Background: an optimization exercise with open tools, aiming at small area and a short achievable clock period. Do not read the settings as production practice.
In this exercise RTL edits were held to simulation tests only and were not proved equivalent to the original.
Power figures rest on the tool's default switching activity, not on a simulated workload.

--- flow/flow/run.sh ---
#!/bin/bash
# The standard layout (standard.sh), except that synthesis maps the logic with
# ABC under a delay target (flow/abc_map.script) instead of ORFS's default ABC
# script.  Everything else in synthesis is the standard script
# (synth_recipe.tcl: synth -nofsm -noshare, flatten, renames), so the registers
# are the standard synthesis's.
set -euo pipefail
here=$(pwd)
export MY_ABC_SCRIPT=$here/flow/abc_map.script

# ORFS's synth.tcl with only the abc call's script changed (and its -D dropped)
sed 's|log_cmd abc {\*}\$abc_args$|set abc_args [lreplace $abc_args 1 1 $::env(MY_ABC_SCRIPT)]; set di [lsearch $abc_args -D]; if {$di >= 0} { set abc_args [lreplace $abc_args $di [expr {$di+1}]] }; log_cmd abc {*}$abc_args|' \
  "$FLOW_HOME/scripts/synth.tcl" > my_orfs_synth.tcl
grep -q MY_ABC_SCRIPT my_orfs_synth.tcl

# The standard flow's synthesis script, sourcing the changed synth.tcl
sed "s|source \$::env(SCRIPTS_DIR)/synth.tcl|source $here/my_orfs_synth.tcl|" synth_recipe.tcl > my_synth.tcl
grep -q my_orfs_synth.tcl my_synth.tcl

# The standard layout, with that synthesis script
sed "s|SYNTH_SCRIPT=[^ ]*|SYNTH_SCRIPT=$here/my_synth.tcl|" standard.sh > my_standard.sh
grep -q my_synth.tcl my_standard.sh

bash my_standard.sh > make.log 2>&1
--- flow/flow/abc_map.script ---
strash
dch -f
map -D 1200
topo
buffer -p
upsize -D 1200
dnsize -D 1200
stime -p
--- flow/standard.sh ---
#!/bin/bash
# synth_recipe.tcl (not shown) runs the flow's synth.tcl, then flattens the netlist and writes it again
# the make line also repeats each setting of config.mk as NAME=value (left out here)
make -C /OpenROAD-flow-scripts/flow DESIGN_CONFIG=/design/flow/config.mk WORK_HOME=/design/flow/orfs CLKGATE_MAP_FILE= SYNTH_SCRIPT=/design/flow/synth_recipe.tcl "${@:-finish}"
--- flow/config.mk ---
export PLATFORM = sky130hd
export DESIGN_NAME = cic_decim
export DESIGN_NICKNAME = cic_decim
export VERILOG_FILES = /design/flow/design.v
export SDC_FILE = /design/flow/constraint.sdc
export NUM_CORES = 4
export LEC_CHECK = 0
export CAP_MARGIN = 20
export CORE_MARGIN = 2
export CORE_UTILIZATION = 40
export SETUP_SLACK_MARGIN = 1.9
export SLEW_MARGIN = 20
--- flow/constraint.sdc ---
create_clock -name core_clock -period 4.0 [get_ports {clk_i}]
set_input_delay 0.8000 -clock core_clock [delete_from_list [all_inputs] [get_ports {clk_i}]]
set_output_delay 0.8000 -clock core_clock [all_outputs]
set_load 0.01 [all_outputs]
--- flow/design.v ---
module cic_slice #(parameter WS = 17)
  (
    input               clk,
    input               rst,       
    input               g,         
    input               upd,       
    input      [WS-1:0] x,         
    input      [4:0]    ki,        
    input      [4:0]    kc,        
    output     [4:0]    ko_i,      
    output     [4:0]    ko_c,      
    output     [WS-1:0] q_p1, q_d21, q_d30,
    output     [WS-1:0] q_p2, q_p3, q_d31, q_d40, q_d41
  );
  reg  [WS-1:0] i0, i1, i2, i3, i4;
  wire [WS+1:0] si0 = {1'b0, i0, 1'b1} + {1'b0, x,  ki[0]};
  wire [WS+1:0] si1 = {1'b0, i1, 1'b1} + {1'b0, i0, ki[1]};
  wire [WS+1:0] si2 = {1'b0, i2, 1'b1} + {1'b0, i1, ki[2]};
  wire [WS+1:0] si3 = {1'b0, i3, 1'b1} + {1'b0, i2, ki[3]};
  wire [WS+1:0] si4 = {1'b0, i4, 1'b1} + {1'b0, i3, ki[4]};
  always @(posedge clk) begin
    if (rst) begin
      i0 <= 0; i1 <= 0; i2 <= 0; i3 <= 0; i4 <= 0;
    end else if (g) begin
      i0 <= si0[WS:1]; i1 <= si1[WS:1]; i2 <= si2[WS:1];
      i3 <= si3[WS:1]; i4 <= si4[WS:1];
    end
  end
  reg  [WS-1:0] d00, d01, d10, d11, d20, d21, d30, d31, d40, d41;
  reg  [WS-1:0] p0, p1, p2, p3;
  wire [WS+1:0] sc0 = {1'b0, i4, 1'b1} + {1'b0, ~d01, kc[0]};
  wire [WS+1:0] sc1 = {1'b0, p0, 1'b1} + {1'b0, ~d11, kc[1]};
  wire [WS+1:0] sc2 = {1'b0, p1, 1'b1} + {1'b0, ~d21, kc[2]};
  wire [WS+1:0] sc3 = {1'b0, p2, 1'b1} + {1'b0, ~d31, kc[3]};
  wire [WS+1:0] sc4 = {1'b0, p3, 1'b1} + {1'b0, ~d41, kc[4]};
  always @(posedge clk) begin
    if (rst) begin
      d00 <= 0; d01 <= 0; d10 <= 0; d11 <= 0; d20 <= 0;
      d21 <= 0; d30 <= 0; d31 <= 0; d40 <= 0; d41 <= 0;
      p0 <= 0; p1 <= 0; p2 <= 0; p3 <= 0;
    end else if (upd) begin
      d00 <= i4; d01 <= d00;
      d10 <= p0; d11 <= d10;
      d20 <= p1; d21 <= d20;
      d30 <= p2; d31 <= d30;
      d40 <= p3; d41 <= d40;
      p0 <= sc0[WS:1]; p1 <= sc1[WS:1];
      p2 <= sc2[WS:1]; p3 <= sc3[WS:1];
    end
  end
  assign ko_i  = {si4[WS+1], si3[WS+1], si2[WS+1], si1[WS+1], si0[WS+1]};
  assign ko_c  = {sc4[WS+1], sc3[WS+1], sc2[WS+1], sc1[WS+1], sc0[WS+1]};
  assign q_p1  = p1;
  assign q_d21 = d21;
  assign q_d30 = d30;
  assign q_p2  = p2;
  assign q_p3  = p3;
  assign q_d31 = d31;
  assign q_d40 = d40;
  assign q_d41 = d41;
endmodule
module cic_decim
  (
    input             clk_i,
    input             rst_i,
    input             en_i,
    input      [15:0] data_i,
    output     [15:0] data_o,
    input             act_i,
    input             act_out_i,
    output            val_o
  );
  localparam WS = 17;
  wire g   = en_i & act_i;
  reg  a0, a1, a2, a3, a4;
  wire upd = en_i & act_out_i & a4;
  reg  c0, c1, c2, c3, vint;
  always @(posedge clk_i) begin
    if (rst_i) begin
      a0 <= 1'b0; a1 <= 1'b0; a2 <= 1'b0; a3 <= 1'b0; a4 <= 1'b0;
    end else if (g) begin
      a0 <= 1'b1; a1 <= a0; a2 <= a1; a3 <= a2; a4 <= a3;
    end else if (en_i & act_out_i) begin
      a4 <= 1'b0;
    end
  end
  always @(posedge clk_i) begin
    if (rst_i) begin
      c0 <= 1'b0; c1 <= 1'b0; c2 <= 1'b0; c3 <= 1'b0;
    end else if (upd) begin
      c0 <= 1'b1; c1 <= c0; c2 <= c1; c3 <= c2;
    end
  end
  always @(posedge clk_i) begin
    if (rst_i)     vint <= 1'b0;
    else if (en_i) vint <= upd & c3;
  end
  reg rst_1, g_1, upd_1, sgn_1;
  reg rst_2, g_2, upd_2, sgn_2;
  always @(posedge clk_i) begin
    rst_1 <= rst_i; g_1 <= g;   upd_1 <= upd;   sgn_1 <= data_i[15];
    rst_2 <= rst_1; g_2 <= g_1; upd_2 <= upd_1; sgn_2 <= sgn_1;
  end
  wire [4:0]    koi_a, koc_a, koi_b, koc_b, koi_c, koc_c;
  reg  [4:0]    kri_a, krc_a, kri_b, krc_b;
  wire [WS-1:0] a_p2, a_p3, a_d31, a_d40, a_d41;
  wire [WS-1:0] b_p2, b_p3, b_d31, b_d40, b_d41;
  wire [WS-1:0] c_p2, c_p3, c_d31, c_d40, c_d41;
  wire [WS-1:0] a_p1, a_d21, a_d30, b_p1, b_d21, b_d30, c_p1, c_d21, c_d30;
  cic_slice #(WS) sa (
    .clk(clk_i), .rst(rst_i), .g(g), .upd(upd),
    .x({data_i[15], data_i}), .ki(5'b00000), .kc(5'b11111),
    .ko_i(koi_a), .ko_c(koc_a),
    .q_p1(a_p1), .q_d21(a_d21), .q_d30(a_d30),
    .q_p2(a_p2), .q_p3(a_p3), .q_d31(a_d31), .q_d40(a_d40), .q_d41(a_d41));
  cic_slice #(WS) sb (
    .clk(clk_i), .rst(rst_1), .g(g_1), .upd(upd_1),
    .x({WS{sgn_1}}), .ki(kri_a), .kc(krc_a),
    .ko_i(koi_b), .ko_c(koc_b),
    .q_p1(b_p1), .q_d21(b_d21), .q_d30(b_d30),
    .q_p2(b_p2), .q_p3(b_p3), .q_d31(b_d31), .q_d40(b_d40), .q_d41(b_d41));
  cic_slice #(WS) sc (
    .clk(clk_i), .rst(rst_2), .g(g_2), .upd(upd_2),
    .x({WS{sgn_2}}), .ki(kri_b), .kc(krc_b),
    .ko_i(koi_c), .ko_c(koc_c),
    .q_p1(c_p1), .q_d21(c_d21), .q_d30(c_d30),
    .q_p2(c_p2), .q_p3(c_p3), .q_d31(c_d31), .q_d40(c_d40), .q_d41(c_d41));
  always @(posedge clk_i) begin
    kri_a <= koi_a; krc_a <= koc_a;
    kri_b <= koi_b; krc_b <= koc_b;
  end
  wire       kb4_now = koc_b[4];     
  wire       kb3_old = krc_b[3];     
  wire       kb4_old = krc_b[4];     
  reg  [15:0] p4c;                   
  wire [WS+1:0] a0_t = {1'b0, c_p3, 1'b1} + {1'b0, ~c_d41, 1'b0};
  wire [WS+1:0] a1_t = {1'b0, c_p3, 1'b1} + {1'b0, ~c_d41, 1'b1};
  wire [15:0]   ra0   = a0_t[WS:2];
  wire [15:0]   ra1   = a1_t[WS:2];
  wire          kc2   = krc_b[2];      
  wire [WS-1:0] f_a   = c_p1;
  wire [WS-1:0] f_b   = ~c_d21;
  wire [WS-1:0] f_c   = ~c_d30;
  wire [WS-1:0] f_d   = ~c_p3;
  wire [WS-1:0] f1_s  = f_a ^ f_b ^ f_c;
  wire [WS-1:0] f1_m  = {(f_a[WS-2:0] & f_b[WS-2:0]) | (f_a[WS-2:0] & f_c[WS-2:0]) |
                         (f_b[WS-2:0] & f_c[WS-2:0]), kc2};
  wire [WS-1:0] f2_s  = f1_s ^ f1_m ^ f_d;
  wire [WS-2:0] f2_m  = (f1_s[WS-2:0] & f1_m[WS-2:0]) | (f1_s[WS-2:0] & f_d[WS-2:0]) |
                        (f1_m[WS-2:0] & f_d[WS-2:0]);
  wire [WS-1:0] t_a   = c_p2;
  wire [WS-1:0] t_b   = ~c_d31;
  wire [WS-1:0] t_c   = ~c_d40;
  wire [WS-1:0] t_s   = t_a ^ t_b ^ t_c;
  wire [WS-2:0] t_m   = (t_a[WS-2:0] & t_b[WS-2:0]) | (t_a[WS-2:0] & t_c[WS-2:0]) |
                        (t_b[WS-2:0] & t_c[WS-2:0]);
  reg  [WS-1:0] cs_s;
  reg  [WS-2:0] cs_m;
  always @(posedge clk_i) begin
    if (rst_2) begin
      cs_s <= {WS{1'b0}};
      cs_m <= {(WS-1){1'b1}};
    end else if (upd_2) begin
      cs_s <= f2_s;
      cs_m <= f2_m;
    end else begin
      cs_s <= t_s;
      cs_m <= t_m;
    end
  end
  wire [WS-1:0] cs_c = {cs_m, kb3_old};
  wire [WS+1:0] b0_t = {1'b0, cs_s, 1'b1} + {1'b0, cs_c, 1'b0};
  wire [WS+1:0] b1_t = {1'b0, cs_s, 1'b1} + {1'b0, cs_c, 1'b1};
  wire [15:0]   rb0   = b0_t[WS:2];
  wire [15:0]   rb1   = b1_t[WS:2];
  wire [15:0]   z    = rst_2 ? 16'd0 : upd_2 ? (kb4_old ? ra1 : ra0) : p4c;
  wire [15:0]   y    = rst_2 ? 16'd0 :
                       upd_2 ? (kb4_now ? rb1 : rb0) : (kb4_now ? ra1 : ra0);
  wire [15:0] p4_now = rst_1 ? 16'd0 : upd_1 ? y : z;
  always @(posedge clk_i) p4c <= z;
  reg [15:0] dout;
  reg        vout;
  always @(posedge clk_i) begin
    if (rst_i) begin
      dout <= 16'd0;
      vout <= 1'b0;
    end else if (en_i) begin
      dout <= p4_now;
      vout <= vint;
    end
  end
  assign data_o = dout;
  assign val_o  = vout;
endmodule
==> metrics.csv, run 1 <==
stage,metric,value,unit
setup_path,crit_fanout,7,
route,via_count,51300,
global_route,overflow,0,
logic_synthesis,avgSynthCellArea,7.82,um2
logic_synthesis,ys_async_sr_fraction,0,
timing,max_freq,0.427,GHz
timing,drv_slew,0,
power,p_clk_frac,0.396,
placed_design,pre_cts_ws,0.812,ns
clock_network,clock_sinks,1073,
logic_synthesis,synth_top_area_cell,dfxtp_1,
setup_path,critPathMaxStageDelay,0.35,ns
timing,hold_viol,0,
logic_synthesis,synth_cell_types,72,
setup_path,path_class,flip-flop to flip-flop,
timing,setup_tns,0,ns
timing,skew,0.0385,ns
setup_path,r2r_slack,1.66,ns
clock_network,clk_path_buf_depth,3,
logic_synthesis,synth_edf_count,0,
logic_synthesis,seq_area_frac_synth,0.365,
clock_network,cts_root_buf,clkbuf_16,
logic_synthesis,syn_area,58900,um2
setup_path,cp_num_buf_inv,3,
setup_path,cp.required,4.69,ns
route,drt-total-wl,145,mm
layout,seqCellArea,21900,um2
layout,layout.nets,8385,
route,viasPerCell,5.24,
setup_path,crit_path_cell_trace,"ha_4, nand2_4, nor3_4, nand2_2, buf_6, a31o_4, buf_12, nand2_8, buf_4, nand3_2, nand3_2, nand2_2, o21ai_2, nand2_1, a21oi_2",
logic_synthesis,synth.area.top_cells,"dfxtp_1 36%, a21oi_1 11%, ha_1 11%",
logic_synthesis,ys.flop_type,dfxtp_1,
layout,post-route-util,0.511,
route,post_drt_wl_per_cell,14.9,um
power,p_int,20500,uW
global_route,first_global_vias,48400,
setup_path,cp-start-kind,flip-flop,
floorplanning,die_w,388,um
clock_network,cts_tree,yes,
layout,drive_gt1_frac,0.233,
clock_network,htree_levels,3,
power,switching_share,0.286,
setup_path,crit_family,simple AND/OR/NAND/NOR gates,
power,p_seq_frac,0.395,
flow_run,cap_violations,0,
global_route,antenna_found_initial,2,
logic_synthesis,postSynthCellCount,7530,
clock_network,insertion_delay,0.75,ns
status,status,"complete, no violations",
placed_design,dp_hpwl,88.3,mm
global_route,grt_start_max_net_pins,260,
floorplanning,fp.dieArea,150000,um2
global_route,grt_pass1_wl,233,mm
floorplanning,die_h,388,um
logic_synthesis,synth_common_cells,"1347 x a21oi_1, 1073 x dfxtp_1, 944 x o21ai_0, 816 x nand2_1, 755 x inv_1",
route,ant_nets,0,
power,p_per_area,385,nW/um2
timing,slew_headroom,0.276,
floorplanning,coreArea,146000,um2
layout,fill_cells,13200,
clock_network,path_clk_slew,0.07,ns
setup_path,worstPathArrival,3.03,ns
clock_network,tritoncts.num_buffers,116,
placed_design,portBuffers,37,
logic_synthesis,synth.ff_latch_count,1073,
floorplanning,ioPinCount,38,
timing,fin_crit,2.34,ns
logic_synthesis,synth.most_common_cell,a21oi_1,
setup_path,cp_slowest_cell,dfxtp_1,
global_route,track_usage,0.180,
floorplanning,core.rowCount,140,
timing,worstMarginPinSlew,1.09,ns
timing,final.setup.worst_slack,1.66,ns
layout,area_growth,26.5,%
floorplanning,initial_utilization,0.404,
power,power_switching,8230,uW
logic_synthesis,yosysWarnings,2,
timing,setup_viol,0,
power,combPwrFrac,0.209,
route,drt_iter0_markers,2553,
route,route.detailed.drc,0,
timing,rsz0062_at_grt,yes,
setup_path,endpoint_kind,flip-flop,
logic_synthesis,syn_nets,8143,
placed_design,gp_congestion,0.866,
route,dr.pass1.iters,6,
timing,fin_crit_sh,0.585,
power,ir_worst_vdd,0.355,mV
min_path,hold_class,flip-flop to flip-flop,
layout,multi_input_area,39200,um2
power,p_leak,0.0304,uW
logic_synthesis,yosys.area.top_type_share,0.365,
## power groups by stage
stage | Clock, uW | Combinational, uW | Sequential [uW]
floorplan | 0 | 3300 | 11400
global placement | 0 | 4020 | 11500
detailed placement | 0 | 4090 | 11500
CTS | 11700 | 5160 | 11300
global route | 12100 | 6590 | 11400
finish | 11400 | 6010 | 11300
## cell families after synthesis
| family | Yosys count | synth area share |
|---|---|---|
| flip-flops | 1073 | 0.365 |
| AND/OR/NAND/NOR | 1535 | 0.106 |
| buffers and inverters | 1120 | 0.0724 |
| XOR/XNOR | 383 | 0.0569 |
| adder cells (fa/ha/maj) | 592 | 0.136 |
| AO/OA/AOI/OAI | 2827 | 0.264 |
## layout by cell type (no fill, tap or decap), types with 20 or more instances in the layout
cell type / count
a211oi_1: 35
a21o_1: 23
a21oi_1: 1195
a21oi_2: 124
a21oi_4: 45
a31oi_1: 36
a31oi_4: 38
buf_4: 373
buf_6: 46
clkbuf_1: 28
clkbuf_16: 123
clkbuf_8: 26
dfxtp_1: 884
dfxtp_2: 126
dfxtp_4: 63
fa_1: 48
fa_2: 31
ha_1: 322
ha_2: 21
ha_4: 170
inv_1: 675
inv_2: 68
nand2_1: 702
nand2_2: 101
nand3_1: 126
nand3_2: 64
nand4_1: 30
nor2_1: 406
nor3_1: 26
o211ai_1: 61
o21a_1: 20
o21ai_0: 894
o21ai_1: 46
o21ai_2: 99
o21ai_4: 41
o21bai_1: 23
o31ai_1: 21
xnor2_1: 92
xor2_1: 276
## metal layers
layer / up-vias / part of all wire / GRT usage / wire length [um]
met1: 24000 / 0.46 / 0.229 / 66400
li1: 26300 / - / - / -
met3: 264 / 0.032 / 0.0244 / 4630
met2: 673 / 0.49 / 0.316 / 70600
met5: - / 0 / 0 / 0
met4: 0 / 0.026 / 0.0519 / 3730
## cell type report
class,count,area share
Multi-Input combinational cell,5341,0.525
Sequential cell,1073,0.293
Timing Repair Buffer,478,0.0551
Clock buffer,173,0.0462
Inverter,762,0.0397
Tap cell,1917,0.0322
Clock inverter,39,0.00817
Antenna cell,1,0.0000336
## repair_timing
action,in CTS,in global routing
gates resized for setup,896,619
setup endpoints to repair,235,474
buffers inserted,230,174
pin swaps,333,467
gates cloned,5,4
hold buffers,0,0
## tightest hold or removal path: cells and delay by family, from the launching register on
family / cells / cell delay, ns
DFF: 1 / 0.31
AOI/OAI and AO/OA: 1 / 0.06
and+or+nand+nor: 1 / 0.05
## metrics by stage
step	hold slack (ns)	std cells	area, um2	total power, uW
finish	0.439	9784	74600	28700
global route	0.467	9783	74600	30100
CTS	0.450	9605	70400	28200
detailed placement	0.448	9158	60900	15600
global placement	0.439	9158	60900	15500
floorplan	0.329	7530	59100	14700
## path summary, 6_finish.rpt
kind / startpoint / to / cells past startpoint
max: sb.p3[3] / dout[12] / 15
min: sc.d00[16] / sc.d01[16] / 2
max reg2reg: sb.p3[3] / dout[12] / 15
min reg2reg: sc.d00[16] / sc.d01[16] / 2
==> inputs of run 2 (changes only) <==
==> flow/flow/abc_map.script (replaced) <==
strash
dch -f
map -D 1000
topo
buffer -p
upsize -D 1000
dnsize -D 1000
stime -p
--- a/flow/config.mk
+++ b/flow/config.mk
@@ -10,3 +10,3 @@
 export CORE_UTILIZATION = 40
-export SETUP_SLACK_MARGIN = 1.9
+export SETUP_SLACK_MARGIN = 1.5
 export SLEW_MARGIN = 20
==> run 2 against run 1 <==
Highest routed layer is now met5; final cell count grew 1.9%; synthesized cell count increased by 6.0%; via count grew 0.36%; still clean on timing, DRC and antenna; critical path depth down 14; register-to-register slack lost 0.05 ns; clock skew rose by 0.048 ns; first-iteration DRC count rose by 0.67%; count of clock-buffer cells in the layout fell by 1.
==> metrics.csv, run 2 <==
stage,metric,value,unit
clock_network,tritoncts.num_buffers,117,
timing,fin_crit_sh,0.607,
floorplanning,coreArea,150000,um2
timing,rsz0062_at_grt,yes,
floorplanning,core.rowCount,142,
floorplanning,die_h,394,um
power,p_per_area,401,nW/um2
global_route,track_usage,0.181,
logic_synthesis,synth_common_cells,"1417 x a21oi_1, 1073 x dfxtp_1, 1009 x o21ai_0, 966 x nand2_1, 854 x inv_1",
layout,layout.nets,8462,
floorplanning,ioPinCount,38,
layout,post-route-util,0.452,
flow_run,cap_violations,0,
setup_path,path_class,flip-flop to primary output,
clock_network,clk_path_buf_depth,3,
setup_path,cp.required,3.20,ns
placed_design,portBuffers,37,
logic_synthesis,syn_nets,8593,
setup_path,cp_num_buf_inv,1,
min_path,whs_path_depth,2,
logic_synthesis,synth.ff_latch_count,1073,
timing,max_freq,0.412,GHz
timing,fin_crit,2.43,ns
route,route.detailed.drc,0,
timing,slew_headroom,0.299,
clock_network,hold_buffers,0,
min_path,hold_class,flip-flop to flip-flop,
timing,setup_tns,0,ns
clock_network,cts_root_buf,clkbuf_16,
clock_network,cts_tree,yes,
setup_path,crit_fanout,2,
placed_design,gp_congestion,0.866,
timing,setup_viol,0,
floorplanning,fp.dieArea,155000,um2
setup_path,endpoint_kind,primary output,
logic_synthesis,synth_edf_count,0,
layout,final_common_cell,a21oi_1,
placed_design,dp_hpwl,101,mm
layout,area_growth,11.9,%
logic_synthesis,ys_async_sr_fraction,0,
logic_synthesis,synth_top_area_cell,dfxtp_1,
global_route,overflow,0,
logic_synthesis,postSynthCellCount,7980,
layout,postLayoutCellArea,67900,um2
timing,drv_slew,0,
setup_path,cp-start-kind,flip-flop,
layout,drive_gt1_frac,0.0683,
floorplanning,initial_utilization,0.404,
setup_path,crit_path_cell_trace,clkdlybuf4s50_1,
timing,skew,0.0866,ns
timing,hold_viol,0,
global_route,grt_pass1_wl,240,mm
setup_path,cp_num_cells,1,
logic_synthesis,synth.most_common_cell,a21oi_1,
setup_path,crit_family,buffers and inverters,
placed_design,dpl_cell_area,62700,um2
global_route,first_global_vias,48500,
power,ir_worst_vdd,0.400,mV
logic_synthesis,ys.flop_type,dfxtp_1,
clock_network,clock_sinks,1073,
logic_synthesis,seq_area_frac_synth,0.354,
global_route,antenna_found_initial,2,
setup_path,ff2ff_path_depth,11,
route,drt_iter0_markers,2570,
floorplanning,die_w,394,um
placed_design,placed_cells,9708,
layout,layout_common_cells,"1395 x a21oi_1, 1047 x dfxtp_1, 988 x o21ai_0",
route,post_drt_wl_per_cell,14.5,um
logic_synthesis,synth_cell_types,63,
route,ant_nets,0,
route,dr.pass1.iters,5,
clock_network,path_clk_slew,0.06,ns
status,status,"complete, no violations",
power,p_leak,0.0292,uW
route,via_count,51500,
clock_network,insertion_delay,0.79,ns
route,drt-total-wl,145,mm
logic_synthesis,yosys.area.top_type_share,0.354,
setup_path,critPathMaxStageDelay,0.54,ns
setup_path,worstPathArrival,1.63,ns
global_route,grt_start_max_net_pins,259,
timing,worstMarginPinSlew,1.05,ns
layout,instances_no_fill,9966,
logic_synthesis,synth.area.top_cells,"dfxtp_1 35%, a21oi_1 12%, ha_1 11%",
logic_synthesis,avgSynthCellArea,7.61,um2
clock_network,htree_levels,3,
logic_synthesis,syn_area,60700,um2
setup_path,cp_slowest_cell,clkdlybuf4s50_1,
route,viasPerCell,5.16,
logic_synthesis,yosysWarnings,2,
[run 2: changes by cell type in the layout (fill, tap and decap cells not counted), sizes merged, moves of 17 or more]
cell,change
a211oi,-17
a21oi,+71
buf,-378
inv,+96
nand2,+146
nand4,+41
nor2,+28
nor3,+22
o211ai,-24
o21ai,+32
o221ai,+18
xor2,+31
[run 2: path summary, 6_finish.rpt]
kind                                start    endpoint  slack [ns]
worst max-delay path             dout[10]  data_o[10]        1.57
worst min-delay path            sa.d41[0]   sa.d41[0]        0.45
worst max register to register    cs_s[8]    dout[12]        1.61
worst min register to register  sa.d41[0]   sa.d41[0]        0.45
[run 2: layout make-up]
cell class              instances  area, um2
fillers                     15100      82400
clock buffers                 172       3410
multi-input cells            5687      35400
inverters                     857       3260
well taps                    2016       2520
clock inverters                47        738
repair buffers                113       1100
diodes                          1       2.50
flip-flops and latches       1073      21500
[run 2: through the flow]
step	worst slack, ns	hold WS [ns]	power, uW
floorplan	1.50	0.329	14800
global placement	0.765	0.434	15800
detailed placement	0.762	0.444	15800
CTS	1.48	0.453	27400
global route	1.44	0.469	28700
finish	1.57	0.450	27300
[run 2: what timing repair did]
| item | in CTS | in global routing |
|---|---|---|
| gates resized for setup | 57 | 173 |
| pin swaps | 6 | 42 |
| setup endpoints to repair | 47 | 81 |
| cloned | 1 | 1 |
| buffers inserted | 6 | 30 |
[run 2: where the power goes]
| part | switching (uW) | total, uW | internal [uW] | leakage (uW) |
|---|---|---|---|---|
| Combinational | 2780 | 4530 | 1740 | 0.0185 |
| Clock | 4680 | 11400 | 6730 | 0.00201 |
| Sequential | 352 | 11300 | 11000 | 0.00871 |
| Total | 7820 | 27300 | 19400 | 0.0292 |
[run 2: logic make-up after synthesis]
family / Yosys count / synth area share
flip-flops: 1073 / 0.354
AND/OR/NAND/NOR: 1803 / 0.122
buffers and inverters: 1222 / 0.0768
adder cells (fa/ha/maj): 592 / 0.132
AO/OA/AOI/OAI: 2891 / 0.258
XOR/XNOR: 399 / 0.0575
[run 2: worst reg2reg max path, delay by kind of cell (launching register included)]
| kind | cells | cell delay, ns |
|---|---|---|
| adders and majority gates | 1 | 0.36 |
| AOI/OAI and AO/OA | 7 | 1.26 |
| DFF | 1 | 0.39 |
| and+or+nand+nor | 3 | 0.25 |
[run 2: per-layer routing]
layer,GRT usage,up-vias,routed length [um]
li1,-,27100,-
met1,0.236,23600,68100
met2,0.309,639,67900
met3,0.0296,217,5380
met4,0.0484,2,3350
met5,0,-,7
==> inputs of run 3 (changes only) <==
==> flow/flow/abc_map.script (replaced) <==
strash
dch -f
map -D 1400
topo
buffer -p
upsize -D 1400
dnsize -D 1400
stime -p
==> run 3 against run 2 <==
Still clean; die area decreased by 5.0%; critical path depth increased by 14; clock skew decreased by 0.044 ns; highest routed layer is now met4.
==> metrics.csv, run 3 <==
stage,metric,value,unit
logic_synthesis,synth.area.top_cells,"dfxtp_1 37%, a21oi_1 12%, ha_1 11%",
logic_synthesis,seq_area_frac_synth,0.373,
setup_path,crit_fanout,6,
layout,final_common_cell,a21oi_1,
setup_path,r2r_slack,1.34,ns
setup_path,ff2ff_path_depth,15,
route,via_count,48000,
timing,drv_slew,0,
setup_path,cp_num_cells,15,
timing,setup_viol,0,
power,power_switching,7720,uW
placed_design,portBuffers,37,
clock_network,htree_levels,3,
power,p_clk_frac,0.403,
logic_synthesis,yosys.area.top_type_share,0.373,
setup_path,critPathMaxStageDelay,0.34,ns
setup_path,cp_slowest_cell,dfxtp_2,
power,p_per_area,404,nW/um2
logic_synthesis,synth_edf_count,0,
timing,max_freq,0.376,GHz
timing,fin_crit,2.66,ns
timing,slew_headroom,0.310,
placed_design,dpl_cell_area,59600,um2
status,status,"complete, no violations",
route,post_drt_wl_per_cell,14.2,um
power,p_seq_frac,0.414,
power,p_leak,0.0282,uW
timing,skew,0.0428,ns
route,dr.pass1.iters,6,
floorplanning,ioPinCount,38,
floorplanning,initial_utilization,0.402,
setup_path,cp.required,4.59,ns
clock_network,cts_root_buf,clkbuf_16,
setup_path,crit_family,compound AO/OA/AOI/OAI gates,
min_path,whs_path_depth,2,
setup_path,worstPathArrival,3.25,ns
route,drt_iter0_markers,2389,
timing,fin_crit_sh,0.665,
clock_network,insertion_delay,0.74,ns
global_route,grt_start_max_net_pins,255,
clock_network,cts_tree,yes,
timing,worstMarginPinSlew,1.03,ns
timing,hold_viol,0,
global_route,first_global_vias,44900,
power,combPwrFrac,0.183,
logic_synthesis,synth_common_cells,"1326 x a21oi_1, 1073 x dfxtp_1, 974 x o21ai_0, 780 x nand2_1, 753 x inv_1",
logic_synthesis,synth.ff_latch_count,1073,
logic_synthesis,synth_cell_types,52,
power,p_int,19500,uW
layout,layout.nets,7942,
floorplanning,coreArea,143000,um2
timing,fin_hold_ws,0.454,ns
timing,setup_tns,0,ns
setup_path,crit_path_cell_trace,"ha_4, a21o_1, a221oi_4, o221ai_2, nor2_4, buf_6, buf_6, buf_16, nand2_1, o21ai_2, o21ai_0, a21oi_1, o22ai_1, nand2_1, a21oi_1",
logic_synthesis,postSynthCellCount,7357,
clock_network,tritoncts.num_buffers,117,
logic_synthesis,ys.flop_type,dfxtp_1,
global_route,antenna_found_initial,0,
clock_network,clk_path_buf_depth,3,
clock_network,path_clk_slew,0.06,ns
logic_synthesis,synth_top_area_cell,dfxtp_1,
setup_path,endpoint_kind,flip-flop,
logic_synthesis,synth.most_common_cell,a21oi_1,
setup_path,cp_num_buf_inv,3,
global_route,overflow,0,
clock_network,clock_sinks,1073,
setup_path,r2r-end,dout[8],
route,route.detailed.drc,0,
floorplanning,core.rowCount,139,
layout,area_growth,17.0,%
setup_path,cp-start-kind,flip-flop,
route,drt-total-wl,132,mm
min_path,hold_class,flip-flop to flip-flop,
flow_run,cap_violations,0,
logic_synthesis,avgSynthCellArea,7.84,um2
placed_design,gp_congestion,0.857,
floorplanning,die_w,384,um
logic_synthesis,syn_area,57600,um2
logic_synthesis,syn_nets,7970,
layout,drive_gt1_frac,0.127,
power,ir_worst_vdd,0.348,mV
global_route,track_usage,0.173,
power,switching_share,0.283,
setup_path,path_class,flip-flop to flip-flop,
min_path,holdPathEnd,sa.d10[0],
floorplanning,fp.dieArea,147000,um2
floorplanning,die_h,384,um
route,ant_nets,0,
timing,rsz0062_at_grt,yes,
placed_design,dp_hpwl,85.3,mm
placed_design,placed_cells,8973,
min_path,hp-start,sa.d10[0],
logic_synthesis,ys_async_sr_fraction,0,
global_route,grt_pass1_wl,218,mm
setup_path,r2r-start,sb.p3[10],
logic_synthesis,yosysWarnings,2,
layout,layout_common_cells,"1250 x a21oi_1, 988 x dfxtp_1, 900 x o21ai_0",
layout,instances_no_fill,9333,
layout,postLayoutCellArea,67400,um2
route,viasPerCell,5.14,
==> run 3: changes by cell type in the layout (fill, tap and decap cells not counted), moves of 52 or more <==
cell / delta
a21oi_1: -145
buf_4: +88
dfxtp_1: -59
dfxtp_2: +52
inv_1: -126
nand2_1: -217
nand4_1: -53
o21ai_0: -88
==> run 3: power groups by stage <==
| stage | Combinational (uW) | Clock [uW] | Sequential (uW) |
|---|---|---|---|
| floorplan | 3150 | 0 | 11400 |
| global placement | 3890 | 0 | 11500 |
| detailed placement | 3940 | 0 | 11500 |
| CTS | 4380 | 11300 | 11300 |
| global route | 5550 | 11700 | 11300 |
| finish | 4980 | 11000 | 11300 |
==> run 3: worst max-delay path by stage <==
| stage | start | end |
|---|---|---|
| 2_1_floorplan | data_i[0] | sa.i0[16] |
| 3_3_place_gp | data_i[4] | sa.i0[16] |
| 3_5_place_dp | data_i[4] | sa.i0[16] |
| 4_1_cts | sb.d41[2] | dout[9] |
| 5_1_grt | krc_b[3] | dout[15] |
| 6_report | sb.p3[10] | dout[8] |
==> run 3: cell families after synthesis <==
family                   count (synthesis)  synth area share
AND/OR/NAND/NOR                       1471             0.103
adder cells (fa/ha/maj)                592             0.139
AO/OA/AOI/OAI                         2680             0.248
buffers and inverters                 1118            0.0732
flip-flops                            1073             0.373
XOR/XNOR                               423            0.0643
==> run 3: metal layers <==
layer | track usage | share of wire
met3 | 0.0223 | 0.026
met5 | 0 | 0
met4 | 0.0488 | 0.027
met1 | 0.225 | 0.47
met2 | 0.298 | 0.48
==> run 3: stage by stage <==
stage	power, uW	setup slack, ns	utilization
2_1_floorplan	14500	1.40	-
3_3_place_gp	15400	0.648	0.416
3_5_place_dp	15400	0.670	0.416
4_1_cts	27000	1.31	0.451
5_1_grt	28600	1.18	0.470
6_report	27200	1.34	0.471
==> run 3: what timing repair did <==
| item | 4_1_cts | 5_1_grt |
|---|---|---|
| gates cloned | 4 | 1 |
| setup endpoints to repair | 107 | 123 |
| pin swaps | 62 | 223 |
| gates resized for setup | 242 | 474 |
| hold buffers | 0 | 0 |
| setup buffers | 32 | 103 |
==> run 3: worst min-delay path, delay by kind of cell (launching register included) <==
kind,cells,cell delay (ns)
flops,1,0.30
buf+inv,1,0.06
compound gates,1,0.05
==> run 3: layout make-up <==
type                    count  area (um2)
flip-flops and latches   1073       21600
repair buffers            214        1980
clock inverters            52         522
clock buffers             166        3410
well taps                1903        2380
diodes                      2        5.00
repair inverters            1        7.51
fillers                 14100       75900
multi-input cells        5166       34600
inverters                 756        2880
==> inputs of run 4 (changes only) <==
==> flow/flow/abc_map.script (replaced) <==
strash
dch -f
map -D 1200
topo
buffer -p
upsize -D 1200
dnsize -D 1200
stime -p
==> run 4 against run 3 <==
Sequential cell count did not move; non-clock buffer count fell by 59; register-to-register slack improved by 0.23 ns; largest power group is now the clock network; sequential power barely moved; wire length rose by 0.58%; synthesized area rose by 2.2%; synthesized cell count rose by 2.4%; count of clock-buffer cells in the layout fell by 3; final cell count rose by 1.5%.
==> metrics.csv, run 4 <==
stage,metric,value,unit
logic_synthesis,synth.ff_latch_count,1073,
setup_path,crit_path_cell_trace,"inv_2, nor2_2, fa_2, inv_1, o211ai_1, nand2_1, nand3_1, nand2_1, nand3_1, nand3_1, nand3_1, o22ai_1, a22oi_1, nor2_1",
floorplanning,ioPinCount,38,
placed_design,dpl_cell_area,60800,um2
logic_synthesis,synth_top_area_cell,dfxtp_1,
clock_network,htree_levels,3,
setup_path,r2r-end,dout[13],
floorplanning,die_w,388,um
timing,drv_slew,0,
global_route,first_global_vias,45900,
setup_path,critPathMaxStageDelay,0.40,ns
min_path,hold_class,flip-flop to flip-flop,
logic_synthesis,synth_cell_types,72,
global_route,grt_pass1_wl,221,mm
global_route,antenna_found_initial,7,
power,p_per_area,407,nW/um2
min_path,hp-start,sa.d41[13],
timing,hold_viol,0,
flow_run,cap_violations,0,
setup_path,endpoint_kind,flip-flop,
setup_path,cpMostUsedCell,nand3_1,
setup_path,r2r_slack,1.57,ns
timing,final.setup.worst_slack,1.57,ns
min_path,whs_path_depth,2,
timing,fin_crit,2.43,ns
layout,area_growth,13.5,%
clock_network,tritoncts.num_buffers,116,
logic_synthesis,synth.area.top_cells,"dfxtp_1 36%, a21oi_1 11%, ha_1 11%",
logic_synthesis,ys_async_sr_fraction,0,
power,p_leak,0.0280,uW
layout,layout.nets,8062,
global_route,overflow,0,
logic_synthesis,synth.most_common_cell,a21oi_1,
logic_synthesis,avgSynthCellArea,7.82,um2
layout,fill_cells,14200,
clock_network,clk_path_buf_depth,3,
placed_design,gp_congestion,0.886,
timing,rsz0062_at_grt,yes,
clock_network,path_clk_slew,0.06,ns
layout,layout_common_cells,"1301 x a21oi_1, 1039 x dfxtp_1, 933 x o21ai_0",
timing,skew,0.0389,ns
logic_synthesis,synth_edf_count,0,
timing,fin_crit_sh,0.607,
clock_network,insertion_delay,0.74,ns
logic_synthesis,synth_common_cells,"1347 x a21oi_1, 1073 x dfxtp_1, 944 x o21ai_0, 816 x nand2_1, 755 x inv_1",
layout,final_common_cell,a21oi_1,
min_path,holdPathEnd,sa.d41[13],
floorplanning,coreArea,146000,um2
setup_path,path_class,flip-flop to flip-flop,
placed_design,pre_cts_ws,0.801,ns
logic_synthesis,yosysWarnings,2,
setup_path,cp.required,4.59,ns
layout,drive_gt1_frac,0.0915,
route,ant_nets,0,
timing,setup_tns,0,ns
setup_path,cp-start-kind,flip-flop,
logic_synthesis,ys.flop_type,dfxtp_1,
route,via_count,48900,
route,dr.pass1.iters,6,
floorplanning,die_h,388,um
logic_synthesis,syn_nets,8143,
timing,slew_headroom,0.367,
timing,worstMarginPinSlew,0.950,ns
status,status,"complete, no violations",
logic_synthesis,postSynthCellCount,7530,
floorplanning,core.rowCount,140,
clock_network,hold_buffers,0,
layout,postLayoutCellArea,66900,um2
setup_path,ff2ff_path_depth,14,
logic_synthesis,yosys.area.top_type_share,0.365,
global_route,grt_start_max_net_pins,260,
power,ir_worst_vdd,0.338,mV
floorplanning,fp.dieArea,150000,um2
setup_path,cp_slowest_cell,dfxtp_1,
setup_path,worstPathArrival,3.02,ns
route,drt_iter0_markers,2546,
setup_path,crit_fanout,4,
power,power,27200,uW
floorplanning,initial_utilization,0.404,
route,drt-total-wl,133,mm
clock_network,clock_sinks,1073,
logic_synthesis,syn_area,58900,um2
route,post_drt_wl_per_cell,14.1,um
logic_synthesis,seq_area_frac_synth,0.365,
setup_path,r2r-start,sc.p3[0],
timing,max_freq,0.412,GHz
clock_network,cts_tree,yes,
route,viasPerCell,5.17,
route,route.detailed.drc,0,
global_route,track_usage,0.171,
placed_design,dp_hpwl,89.5,mm
clock_network,cts_root_buf,clkbuf_16,
timing,setup_viol,0,
placed_design,portBuffers,37,
==> run 4: per-stage QoR <==
step | cells | hold WS [ns] | util
global route | 9468 | 0.469 | 0.458
floorplan | 7530 | 0.329 | -
CTS | 9402 | 0.458 | 0.448
detailed placement | 9162 | 0.448 | 0.417
finish | 9469 | 0.452 | 0.458
global placement | 9162 | 0.438 | 0.417
==> run 4: layout make-up <==
class                      instances  area [um2]  area share
antenna                            1        2.50   0.0000374
clock buffer                     163        3390      0.0507
timing repair buffer             155        1470      0.0220
sequential                      1073       21600       0.322
inverter                         762        2900      0.0433
clock inverter                    57         727      0.0109
tap                             1917        2400      0.0359
multi-input combinational       5341       34400       0.515
==> run 4: what timing repair did <==
action                                 in CTS  in global routing
setup endpoints to repair                  52                101
buffers inserted                           18                 64
cloned                                      2                  2
pin swaps                                  19                104
endpoints found under the hold margin       0                  0
gates resized for setup                    76                237
==> run 4: report_power, final <==
part | total, uW | internal, uW | switching [uW]
clock | 11400 | 6820 | 4600
sequential | 11300 | 11000 | 313
combinational | 4540 | 1840 | 2700
total | 27200 | 19600 | 7610
==> run 4: kinds of logic (layout without fill, tap and decap cells) <==
| family | Yosys count | in the layout | share of synthesized area |
|---|---|---|---|
| AOI/OAI and AO/OA | 2827 | 2827 | 0.264 |
| other | 0 | 1 | 0 |
| adders and majority gates | 592 | 592 | 0.136 |
| DFF | 1073 | 1073 | 0.365 |
| buffers and inverters | 1120 | 1137 | 0.0724 |
| xor gates and xnor gates | 383 | 383 | 0.0569 |
| and+or+nand+nor | 1535 | 1539 | 0.106 |
==> run 4: critical path: cells and delay by family, from the launching register on <==
kind / cells / cell delay (ns)
fa+ha+maj: 1 / 0.27
buf+inv: 2 / 0.19
flops: 1 / 0.40
compound gates: 3 / 0.58
simple gates: 8 / 0.84
==> run 4: routing by layer <==
metal	global-route usage	share of wire	up-vias
li1	-	-	25700
met1	0.227	0.48	22400
met2	0.290	0.47	553
met3	0.0235	0.031	213
met4	0.0438	0.022	0
met5	0	0	-
==> run 4: how the worst max path moves through the flow <==
stage | startpoint | to | slack (ns) | cells after the start
floorplan | data_i[0] | sa.i0[16] | 1.48 | 12
global placement | data_i[0] | sa.i0[16] | 0.79 | 13
detailed placement | data_i[0] | sa.i0[16] | 0.80 | 13
CTS | sb.d41[12] | dout[4] | 1.48 | 14
global route | sc.d41[8] | dout[9] | 1.43 | 13
finish | sc.p3[0] | dout[13] | 1.57 | 14
==> inputs of run 5 (changes only) <==
--- a/flow/config.mk
+++ b/flow/config.mk
@@ -10,2 +10,4 @@
 export CORE_UTILIZATION = 40
+export CTS_CLUSTER_DIAMETER = 80
+export CTS_CLUSTER_SIZE = 24
 export SETUP_SLACK_MARGIN = 1.5
==> run 5 against run 4 <==
Final area decreased by 3.3%; sequential share of layout area grew 1.1 points; clock power down 39%; global-route usage is 0.28 points lower; first-iteration DRC count up 2.0%; critical path depth decreased by 3; via count fell by 1.0%; largest cell class unchanged.
==> metrics.csv, run 5 <==
stage,metric,value,unit
setup_path,path_class,flip-flop to flip-flop,
logic_synthesis,synth_common_cells,"1347 x a21oi_1, 1073 x dfxtp_1, 944 x o21ai_0, 816 x nand2_1, 755 x inv_1",
setup_path,worstPathArrival,3.01,ns
route,post_drt_wl_per_cell,14.1,um
clock_network,hold_buffers,0,
global_route,first_global_vias,45400,
timing,setup_viol,0,
floorplanning,core.rowCount,140,
power,ir_worst_vdd,0.328,mV
logic_synthesis,seq_area_frac_synth,0.365,
logic_synthesis,syn_nets,8143,
setup_path,cp-start-kind,flip-flop,
global_route,grt_pass1_wl,219,mm
logic_synthesis,synth.most_common_cell,a21oi_1,
layout,layout_common_cells,"1300 x a21oi_1, 1031 x dfxtp_1, 934 x o21ai_0",
floorplanning,ioPinCount,38,
setup_path,endpoint_kind,flip-flop,
route,viasPerCell,5.19,
min_path,hold_class,flip-flop to flip-flop,
clock_network,clock_sinks,1073,
timing,worstMarginPinSlew,1.01,ns
timing,final.setup.worst_slack,1.55,ns
route,route.detailed.drc,0,
floorplanning,initial_utilization,0.404,
global_route,grt_start_max_net_pins,260,
layout,layout.nets,7998,
clock_network,cts_root_buf,clkbuf_16,
route,via_count,48400,
clock_network,cts_tree,yes,
setup_path,ff2ff_path_depth,11,
route,drt_iter0_markers,2596,
global_route,overflow,0,
clock_network,insertion_delay,0.70,ns
logic_synthesis,synth_cell_types,72,
timing,skew,0.0292,ns
route,ant_nets,0,
clock_network,htree_levels,2,
placed_design,pre_cts_ws,0.801,ns
placed_design,dp_hpwl,89.5,mm
timing,rsz0062_at_grt,yes,
status,status,"complete, no violations",
timing,drv_slew,0,
logic_synthesis,ys.flop_type,dfxtp_1,
floorplanning,coreArea,146000,um2
timing,hold_viol,0,
floorplanning,die_w,388,um
power,p_leak,0.0269,uW
timing,slew_headroom,0.329,
layout,final_common_cell,a21oi_1,
logic_synthesis,synth.area.top_cells,"dfxtp_1 36%, a21oi_1 11%, ha_1 11%",
setup_path,worstSetupStartpoint,cs_m[4],
flow_run,cap_violations,0,
logic_synthesis,synth.ff_latch_count,1073,
placed_design,portBuffers,37,
layout,drive_gt1_frac,0.0783,
logic_synthesis,yosysWarnings,2,
power,p_per_area,352,nW/um2
clock_network,path_clk_slew,0.09,ns
route,dr.pass1.iters,6,
timing,fin_crit_sh,0.612,
floorplanning,fp.dieArea,150000,um2
logic_synthesis,yosys.area.top_type_share,0.365,
timing,setup_tns,0,ns
floorplanning,die_h,388,um
setup_path,r2r-end,dout[13],
logic_synthesis,synth_top_area_cell,dfxtp_1,
setup_path,cp.required,4.56,ns
clock_network,tritoncts.num_buffers,58,
logic_synthesis,avgSynthCellArea,7.82,um2
placed_design,gp_congestion,0.886,
logic_synthesis,postSynthCellCount,7530,
clock_network,clk_path_buf_depth,3,
logic_synthesis,syn_area,58900,um2
logic_synthesis,ys_async_sr_fraction,0,
timing,max_freq,0.408,GHz
setup_path,crit_path_end,dout[13],
layout,area_growth,9.68,%
timing,fin_crit,2.45,ns
global_route,antenna_found_initial,6,
setup_path,r2r-start,cs_m[4],
route,drt-total-wl,131,mm
logic_synthesis,synth_edf_count,0,
global_route,track_usage,0.168,
setup_path,crit_fanout,6,
setup_path,r2r_slack,1.55,ns
-- run 5: cell counts after synthesis --
Identical to the previous run, type by type.
-- run 5: worst min path at each step --
| stage | from | to | slack (ns) | cells past startpoint |
|---|---|---|---|---|
| 2_1_floorplan | g_1 | g_2 | 0.33 | 0 |
| 3_3_place_gp | sa.d20[0] | sa.d20[0] | 0.44 | 2 |
| 3_5_place_dp | sa.d31[15] | sa.d31[15] | 0.45 | 2 |
| 4_1_cts | sa.d41[13] | sa.d41[13] | 0.46 | 2 |
| 5_1_grt | sb.d30[5] | sb.d30[5] | 0.47 | 2 |
| 6_report | sa.d41[13] | sa.d41[13] | 0.46 | 2 |
-- run 5: power breakdown --
part / switching [uW] / leakage [uW] / internal, uW
clock network: 3870 / 0.000940 / 3090
logic: 2670 / 0.0173 / 1830
registers: 312 / 0.00872 / 10900
total: 6850 / 0.0269 / 15900
-- run 5: final cells by class --
cell class | instances | area, um2
fill | 14400 | 81300
multi-input combinational | 5339 | 34400
sequential | 1073 | 21600
inverter | 762 | 2900
tap | 1917 | 2400
clock buffer | 72 | 1620
timing repair buffer | 151 | 1470
clock inverter | 24 | 282
antenna | 1 | 2.50
-- run 5: metrics by stage --
stage          hold slack (ns)  total power [uW]   util  instance area (um2)  instances
2_1_floorplan            0.329             14700      -                58900       7530
3_3_place_gp             0.438             15500  0.417                60800       9162
3_5_place_dp             0.448             15600  0.417                60800       9162
4_1_cts                  0.463             22700  0.433                63100       9281
5_1_grt                  0.472             23900  0.443                64600       9338
6_report                 0.457             22700  0.443                64600       9339
-- run 5: worst max-delay path, cell delays in order (launching register included) --
cell and delay [ns]:
dfxtp_1 0.32, ha_1 0.40, nand2_1 0.15, o21ai_1 0.37
o21bai_1 0.27, nand2_1 0.10, a21oi_1 0.16, o21ai_0 0.09
a21oi_1 0.17, o22ai_1 0.09, a22oi_1 0.16, nor2_1 0.05
-- run 5: kinds of logic (layout without fill, tap and decap cells) --
| group | after synthesis | count (layout) | synth area share |
|---|---|---|---|
| flops | 1073 | 1073 | 0.365 |
| fa+ha+maj | 592 | 592 | 0.136 |
| simple gates | 1535 | 1537 | 0.106 |
| buf+inv | 1120 | 1009 | 0.0724 |
| other cells | 0 | 1 | 0 |
| compound gates | 2827 | 2827 | 0.264 |
| xor+xnor | 383 | 383 | 0.0569 |
-- run 5: per-layer routing --
layer	vias up	wire length [um]	GRT usage
met5	-	0	0
met3	147	3110	0.0158
met4	0	2380	0.0388
li1	25500	-	-
met2	444	61800	0.291
met1	22300	64200	0.225
-- run 5: repair_timing --
item / in CTS / in global routing
pin swaps: 21 / 93
buffers inserted: 21 / 57
endpoints found under the hold margin: 0 / 0
resized for setup: 74 / 251
cloned: 2 / 0
endpoints found under the setup margin: 52 / 102
==> inputs of run 6 (changes only) <==
--- a/flow/config.mk
+++ b/flow/config.mk
@@ -10,5 +10,5 @@
 export CORE_UTILIZATION = 40
-export CTS_CLUSTER_DIAMETER = 80
-export CTS_CLUSTER_SIZE = 24
-export SETUP_SLACK_MARGIN = 1.5
+export CTS_CLUSTER_DIAMETER = 100
+export CTS_CLUSTER_SIZE = 30
+export SETUP_SLACK_MARGIN = 1.7
 export SLEW_MARGIN = 20
==> run 6 against run 5 <==
Worst setup slack gained 0.0038 ns; fmax grew 0.16%; count of clock-buffer cells in the layout shrank 20; clock skew grew 0.026 ns; hold slack gained 0.0047 ns; synthesized cell count is the same; non-clock buffer count grew 150; global-route usage is essentially flat; sequential cell count is the same; core utilization grew 2.4 points; synthesized area is the same; wire length grew 2.6%.
==> metrics.csv, run 6 <==
stage,metric,value,unit
route,wl_met3,4.23,mm
logic_synthesis,ys.flop_type,dfxtp_1,
layout,drive_gt1_frac,0.152,
logic_synthesis,yosys.area.top_type_share,0.365,
floorplanning,fp.dieArea,150000,um2
route,viasPerCell,5.20,
clock_network,hold_buffers,0,
timing,fin_crit,2.45,ns
placed_design,placed_cells,9160,
logic_synthesis,syn_area,58900,um2
min_path,hp-start,sa.d41[5],
floorplanning,coreArea,146000,um2
power,p_leak,0.0279,uW
placed_design,portBuffers,37,
setup_path,crit_family,compound AO/OA/AOI/OAI gates,
timing,setup_tns,0,ns
route,drt-total-wl,135,mm
logic_synthesis,synth.area.top_cells,"dfxtp_1 36%, a21oi_1 11%, ha_1 11%",
setup_path,critPathMaxStageDelay,0.42,ns
global_route,grt_pass1_wl,218,mm
setup_path,cpMostUsedCell,o21ai_2,
clock_network,tritoncts.num_buffers,46,
global_route,overflow,0,
floorplanning,ioPinCount,38,
route,via_count,49200,
route,drt-met1-wl,63.7,mm
setup_path,crit_path_cell_trace,"inv_4, ha_4, fa_2, o21ai_4, a31oi_4, o21ai_2, a21boi_2, o21ai_2, nand4_1, o311ai_4, o21a_1, a21oi_1",
global_route,antenna_found_initial,9,
timing,setup_viol,0,
clock_network,cts_tree,yes,
timing,worstMarginPinSlew,1.20,ns
layout,instances_no_fill,9462,
setup_path,cp_num_buf_inv,1,
setup_path,ff2ff_path_depth,12,
route,top_layer,met5,
status,status,"complete, no violations",
min_path,hold_class,flip-flop to flip-flop,
power,power_switching,6910,uW
logic_synthesis,synth.most_common_cell,a21oi_1,
setup_path,cp-start-kind,flip-flop,
clock_network,clk_path_buf_depth,3,
setup_path,cp.required,4.59,ns
route,route.detailed.drc,0,
logic_synthesis,yosysWarnings,2,
layout,layout.nets,8136,
placed_design,dp_hpwl,88.9,mm
logic_synthesis,seq_area_frac_synth,0.365,
route,wl_met2,63.6,mm
power,p_int,15800,uW
power,p_clk_frac,0.271,
route,ant_nets,0,
timing,drv_slew,0,
clock_network,clock_sinks,1073,
min_path,holdPathEnd,sa.d41[5],
setup_path,r2r_slack,1.55,ns
logic_synthesis,ys_async_sr_fraction,0,
floorplanning,initial_utilization,0.404,
floorplanning,die_h,388,um
floorplanning,core.rowCount,140,
logic_synthesis,synth_cell_types,72,
global_route,grt_start_max_net_pins,228,
layout,final_common_cell,a21oi_1,
timing,max_freq,0.409,GHz
power,ir_worst_vdd,0.326,mV
power,p_seq_frac,0.495,
route,dr.pass1.iters,7,
min_path,whs_path_depth,2,
logic_synthesis,synth.ff_latch_count,1073,
timing,slew_headroom,0.198,
logic_synthesis,synth_common_cells,"1347 x a21oi_1, 1073 x dfxtp_1, 944 x o21ai_0, 816 x nand2_1, 755 x inv_1",
logic_synthesis,syn_nets,8143,
setup_path,r2r-start,sa.i4[0],
power,combPwrFrac,0.234,
timing,fin_crit_sh,0.611,
clock_network,insertion_delay,0.69,ns
logic_synthesis,avgSynthCellArea,7.82,um2
setup_path,worstPathArrival,3.04,ns
logic_synthesis,synth_edf_count,0,
timing,hold_viol,0,
route,drt_iter0_markers,2602,
global_route,track_usage,0.168,
layout,area_growth,15.5,%
setup_path,r2r-end,sa.p0[16],
setup_path,endpoint_kind,flip-flop,
flow_run,cap_violations,0,
route,post_drt_wl_per_cell,14.3,um
timing,rsz0062_at_grt,yes,
logic_synthesis,postSynthCellCount,7530,
placed_design,gp_congestion,0.876,
logic_synthesis,synth_top_area_cell,dfxtp_1,
setup_path,crit_fanout,3,
clock_network,path_clk_slew,0.12,ns
setup_path,path_class,flip-flop to flip-flop,
floorplanning,die_w,388,um
timing,skew,0.0556,ns
power,p_per_area,334,nW/um2
clock_network,htree_levels,2,
setup_path,cp_slowest_cell,fa_2,
clock_network,cts_root_buf,clkbuf_16,
layout,layout_common_cells,"1231 x a21oi_1, 940 x dfxtp_1, 916 x o21ai_0",
global_route,first_global_vias,45500,
power,switching_share,0.304,
## run 6: cell count changes in the layout (fill, tap and decap cells not counted), moves of 34 or more
cell / previous run / this run
nand2_1: 803 / 756
a21oi_1: 1300 / 1231
inv_1: 744 / 708
buf_4: 91 / 214
nand2_2: 16 / 50
ha_4: 14 / 85
inv_2: 6 / 40
a21oi_2: 55 / 109
dfxtp_1: 1031 / 940
ha_1: 485 / 404
dfxtp_2: 28 / 99
## run 6: routing by layer
layer,GRT usage,up-vias
met5,0,-
met4,0.0468,6
met3,0.0185,169
met2,0.291,544
met1,0.221,22700
li1,-,25800
## run 6: area by class of cell
| type | count | area (um2) |
|---|---|---|
| Antenna cell | 2 | 5.00 |
| Inverter | 762 | 2920 |
| Clock inverter | 16 | 298 |
| Timing Repair Buffer | 301 | 2810 |
| Sequential cell | 1073 | 21700 |
| Tap cell | 1917 | 2400 |
| Multi-Input combinational cell | 5339 | 36700 |
| Fill cell | 14200 | 77800 |
| Clock buffer | 52 | 1210 |
## run 6: power by group through the flow
stage | logic (uW) | registers [uW] | clock network (uW)
after detailed placement | 4090 | 11500 | 0
final | 5310 | 11300 | 6160
after global routing | 5890 | 11300 | 6780
after global placement | 4010 | 11500 | 0
after floorplan | 3290 | 11400 | 0
after CTS | 4730 | 11300 | 6460
## run 6: per-stage QoR
stage	power, uW	worst slack, ns	utilization	hold WS, ns	area, um2
final	22700	1.55	0.467	0.461	68100
after global routing	24000	1.48	0.467	0.479	68100
after CTS	22400	1.56	0.445	0.464	64900
after detailed placement	15600	0.824	0.418	0.446	60900
after global placement	15500	0.789	0.418	0.440	60900
after floorplan	14700	1.53	-	0.329	59000
## run 6: repair_timing
item | CTS | global route
pin swaps | 169 | 274
gates cloned | 4 | 0
resized for setup | 414 | 502
endpoints found under the setup margin | 138 | 146
buffers inserted | 94 | 134
## run 6: kinds of logic (layout without fill, tap and decap cells)
group                      Yosys count  in the layout  share of synthesized area
buffers and inverters             1120           1131                     0.0724
xor gates and xnor gates           383            383                     0.0569
adders and majority gates          592            592                      0.136
DFF                               1073           1073                      0.365
AOI/OAI and AO/OA                 2827           2827                      0.264
and+or+nand+nor                   1535           1537                      0.106
other                                0              2                          0
## run 6: worst max path at each step
stage	startpoint	end	slack (ns)	depth (start not counted)
after global routing	sb.d41[15]	dout[15]	1.48	16
after global placement	data_i[0]	sa.i0[16]	0.79	13
after detailed placement	data_i[0]	sa.i0[16]	0.82	13
after CTS	sa.i4[0]	sa.p0[16]	1.56	12
after floorplan	data_i[0]	sa.i0[16]	1.53	12
final	sa.i4[0]	sa.p0[16]	1.55	12
## run 6: worst reg2reg max path, delay by kind of cell (launching register included)
family          cells  cell delay [ns]
compound gates      8             1.18
simple gates        1             0.18
fa+ha+maj           2             0.57
buf+inv             1             0.04
flops               1             0.38
==> inputs of run 7 (changes only) <==
--- a/flow/config.mk
+++ b/flow/config.mk
@@ -9,6 +9,6 @@
 export CORE_MARGIN = 2
-export CORE_UTILIZATION = 40
+export CORE_UTILIZATION = 55
 export CTS_CLUSTER_DIAMETER = 100
 export CTS_CLUSTER_SIZE = 30
-export SETUP_SLACK_MARGIN = 1.7
+export SETUP_SLACK_MARGIN = 1.5
 export SLEW_MARGIN = 20
==> run 7 against run 6 <==
Wire length decreased by 3.3%; final cell count decreased by 6.9%; power decreased by 2.8%; non-clock buffer count decreased by 147; final area decreased by 6.3%; sequential power about the same; first-iteration DRC count increased by 2.2%; die area decreased by 27%; synthesized cell count unchanged; register-to-register slack got worse by 0.03 ns; sequential cell count unchanged; critical endpoint is now dout[11]; largest cell class unchanged.
==> metrics.csv, run 7 <==
stage,metric,value,unit
logic_synthesis,synth_top_area_cell,dfxtp_1,
timing,setup_viol,0,
min_path,hp-start,sc.d00[16],
placed_design,portBuffers,37,
logic_synthesis,synth_cell_types,72,
clock_network,tritoncts.num_buffers,47,
logic_synthesis,syn_area,58900,um2
status,status,"complete, no violations",
layout,layout_common_cells,"1305 x a21oi_1, 1028 x dfxtp_1, 934 x o21ai_0",
clock_network,hold_buffers,0,
clock_network,cts_tree,yes,
setup_path,path_class,flip-flop to flip-flop,
route,via_count,48400,
layout,seqCellArea,21600,um2
timing,max_freq,0.404,GHz
power,p_clk_frac,0.281,
global_route,first_global_vias,44800,
power,p_leak,0.0267,uW
power,p_per_area,347,nW/um2
floorplanning,coreArea,107000,um2
logic_synthesis,yosysWarnings,2,
placed_design,gp_congestion,0.884,
logic_synthesis,synth.area.top_cells,"dfxtp_1 36%, a21oi_1 11%, ha_1 11%",
clock_network,path_clk_slew,0.12,ns
layout,drive_gt1_frac,0.0766,
global_route,track_usage,0.232,
route,drt_iter0_markers,2659,
setup_path,worstSetupStartpoint,sb.d41[8],
logic_synthesis,synth_edf_count,0,
layout,layout.nets,7988,
clock_network,insertion_delay,0.68,ns
setup_path,crit_fanout,6,
logic_synthesis,ys_async_sr_fraction,0,
power,switching_share,0.303,
route,ant_nets,0,
layout,fill_cells,9926,
power,p_int,15400,uW
route,drt-total-wl,130,mm
min_path,hold_class,flip-flop to flip-flop,
logic_synthesis,synth.ff_latch_count,1073,
global_route,overflow,0,
logic_synthesis,avgSynthCellArea,7.82,um2
logic_synthesis,synth_common_cells,"1347 x a21oi_1, 1073 x dfxtp_1, 944 x o21ai_0, 816 x nand2_1, 755 x inv_1",
global_route,grt_pass1_wl,220,mm
logic_synthesis,yosys.area.top_type_share,0.365,
layout,instances_no_fill,8806,
floorplanning,initial_utilization,0.553,
floorplanning,ioPinCount,38,
setup_path,r2r-start,sb.d41[8],
power,combPwrFrac,0.210,
min_path,whs_path_depth,2,
power,p_seq_frac,0.509,
layout,antenna_cells,0,
placed_design,placed_cells,8653,
power,power_switching,6700,uW
setup_path,worstPathArrival,3.08,ns
logic_synthesis,synth.most_common_cell,a21oi_1,
timing,skew,0.0237,ns
layout,post-route-util,0.598,
layout,final_common_cell,a21oi_1,
route,post_drt_wl_per_cell,14.8,um
global_route,antenna_found_initial,0,
timing,drv_slew,0,
logic_synthesis,seq_area_frac_synth,0.365,
layout,multi_input_area,34500,um2
clock_network,clock_sinks,1073,
flow_run,cap_violations,0,
logic_synthesis,ys.flop_type,dfxtp_1,
timing,fin_crit,2.48,ns
power,ir_worst_vdd,0.285,mV
global_route,grt_start_max_net_pins,260,
timing,fin_crit_sh,0.619,
clock_network,cts_root_buf,clkbuf_16,
timing,worstMarginPinSlew,1.08,ns
clock_network,htree_levels,2,
route,route.detailed.drc,0,
floorplanning,fp.dieArea,110000,um2
placed_design,dp_hpwl,89.7,mm
floorplanning,die_w,331,um
layout,area_growth,8.26,%
setup_path,ff2ff_path_depth,14,
logic_synthesis,postSynthCellCount,7530,
setup_path,cp-start-kind,flip-flop,
floorplanning,core.rowCount,120,
timing,slew_headroom,0.281,
timing,rsz0062_at_grt,yes,
timing,setup_tns,0,ns
setup_path,endpoint_kind,flip-flop,
floorplanning,die_h,331,um
route,viasPerCell,5.50,
route,dr.pass1.iters,5,
setup_path,cp.required,4.60,ns
clock_network,clk_path_buf_depth,3,
logic_synthesis,syn_nets,8143,
timing,hold_viol,0,
-- run 7: changes by cell type in the layout (fill, tap and decap cells not counted), sizes merged --
cell and delta:
buf -150, clkdlybuf4s50 +17, dlygate4sd2 -16, clkbuf +7
clkinvlp +3, inv +3, bufinv -2, clkdlybuf4s15 -2
diode -2, nor2 -2, clkinv +1, dlymetal6s2s +1
-- run 7: repair_timing --
item	4_1_cts	5_1_grt
gates cloned	0	2
gates resized for setup	82	240
buffers inserted	17	57
setup endpoints to repair	52	98
pin swaps	27	82
-- run 7: final cells by class --
class,count,area share
well taps,1403,0.0275
repair buffers,154,0.0238
clock inverters,21,0.00433
multi-input cells,5337,0.540
clock buffers,56,0.0203
flip-flops and latches,1073,0.338
inverters,762,0.0456
-- run 7: cells by family after synthesis --
kind of cell             count (synthesis)  synth area share
AO/OA/AOI/OAI                         2827             0.264
XOR/XNOR                               383            0.0569
adder cells (fa/ha/maj)                592             0.136
buffers and inverters                 1120            0.0724
flip-flops                            1073             0.365
AND/OR/NAND/NOR                       1535             0.106
-- run 7: final timing paths --
path                                    to  slack (ns)
worst min-delay path            sc.d01[16]        0.46
worst max register to register    dout[11]        1.52
worst max-delay path              dout[11]        1.52
worst min register to register  sc.d01[16]        0.46
-- run 7: metrics by stage --
stage / area, um2 / hold slack (ns) / power (uW) / setup WS [ns]
after global routing: 63800 / 0.477 / 23300 / 1.37
after CTS: 62200 / 0.464 / 22000 / 1.47
after floorplan: 58900 / 0.329 / 14700 / 1.48
after detailed placement: 60200 / 0.447 / 15600 / 0.707
final: 63800 / 0.459 / 22100 / 1.52
after global placement: 60200 / 0.439 / 15500 / 0.662
-- run 7: metal layers --
| layer | up-vias | part of all wire | track usage |
|---|---|---|---|
| li1 | 25500 | - | - |
| met1 | 22200 | 0.50 | 0.329 |
| met2 | 547 | 0.45 | 0.382 |
| met3 | 134 | 0.028 | 0.0219 |
| met4 | 0 | 0.019 | 0.0495 |
| met5 | - | 0 | 0 |
-- run 7: worst max-delay path: stages (launching register included) --
cell and delay, ns:
dfxtp_1 0.33, inv_1 0.06, ha_4 0.27, nand2_1 0.08, nor2_2 0.18, nand2_2 0.10
a31oi_4 0.30, nor2_4 0.06, buf_12 0.15, buf_4 0.16, o311ai_1 0.25, nand2_1 0.11
o22ai_1 0.15, a22oi_1 0.09, nor2_1 0.10
-- run 7: power groups by stage --
stage               sequential [uW]  combinational (uW)  clock, uW
detailed placement            11500                4120          0
finish                        11300                4640       6220
global placement              11500                4050          0
CTS                           11300                4250       6480
floorplan                     11400                3280          0
global route                  11300                5210       6820

[port drivers added, routing unchanged]
The results above use ideal ports. As a check the final layouts listed here were re-extracted and re-timed, cells and wires unchanged.
Step 1 (the two cells are an assumption about what drives the block):
set clk [get_ports {clk_i}]
set_driving_cell -lib_cell sky130_fd_sc_hd__clkbuf_16 $clk
set_driving_cell -lib_cell sky130_fd_sc_hd__buf_2 [delete_from_list [all_inputs] $clk]
Step 2 also shifts input and output timing later by t, the mid clock arrival at the registers, as if the neighbouring blocks saw the same clock.
a / b / c = ideal ports / drivers / drivers and shift; a / b = the first two.
run | t (ns) | setup slack, ns | worst setup path at the end | latest minus earliest clock arrival (ns)
run 1 | 0.810 | 1.660 / 1.660 / 1.023 | input to register | 0.041 / 0.041
run 2 | 0.816 | 1.571 / 1.502 / 0.833 | input to register | 0.088 / 0.088
run 3 | 0.788 | 1.339 / 1.339 / 0.870 | input to register | 0.046 / 0.045
run 4 | 0.796 | 1.572 / 1.517 / 0.875 | input to register | 0.039 / 0.039
run 5 | 0.764 | 1.551 / 1.545 / 0.853 | input to register | 0.033 / 0.033
run 6 | 0.742 | 1.555 / 1.555 / 1.051 | input to register | 0.056 / 0.056
run 7 | 0.746 | 1.523 / 1.488 / 0.943 | input to register | 0.029 / 0.029
After both steps setup and hold are still met in every run listed. The setup slack of run 2, which loses most, moves by -0.069 ns with the drivers and by -0.738 ns with both steps.
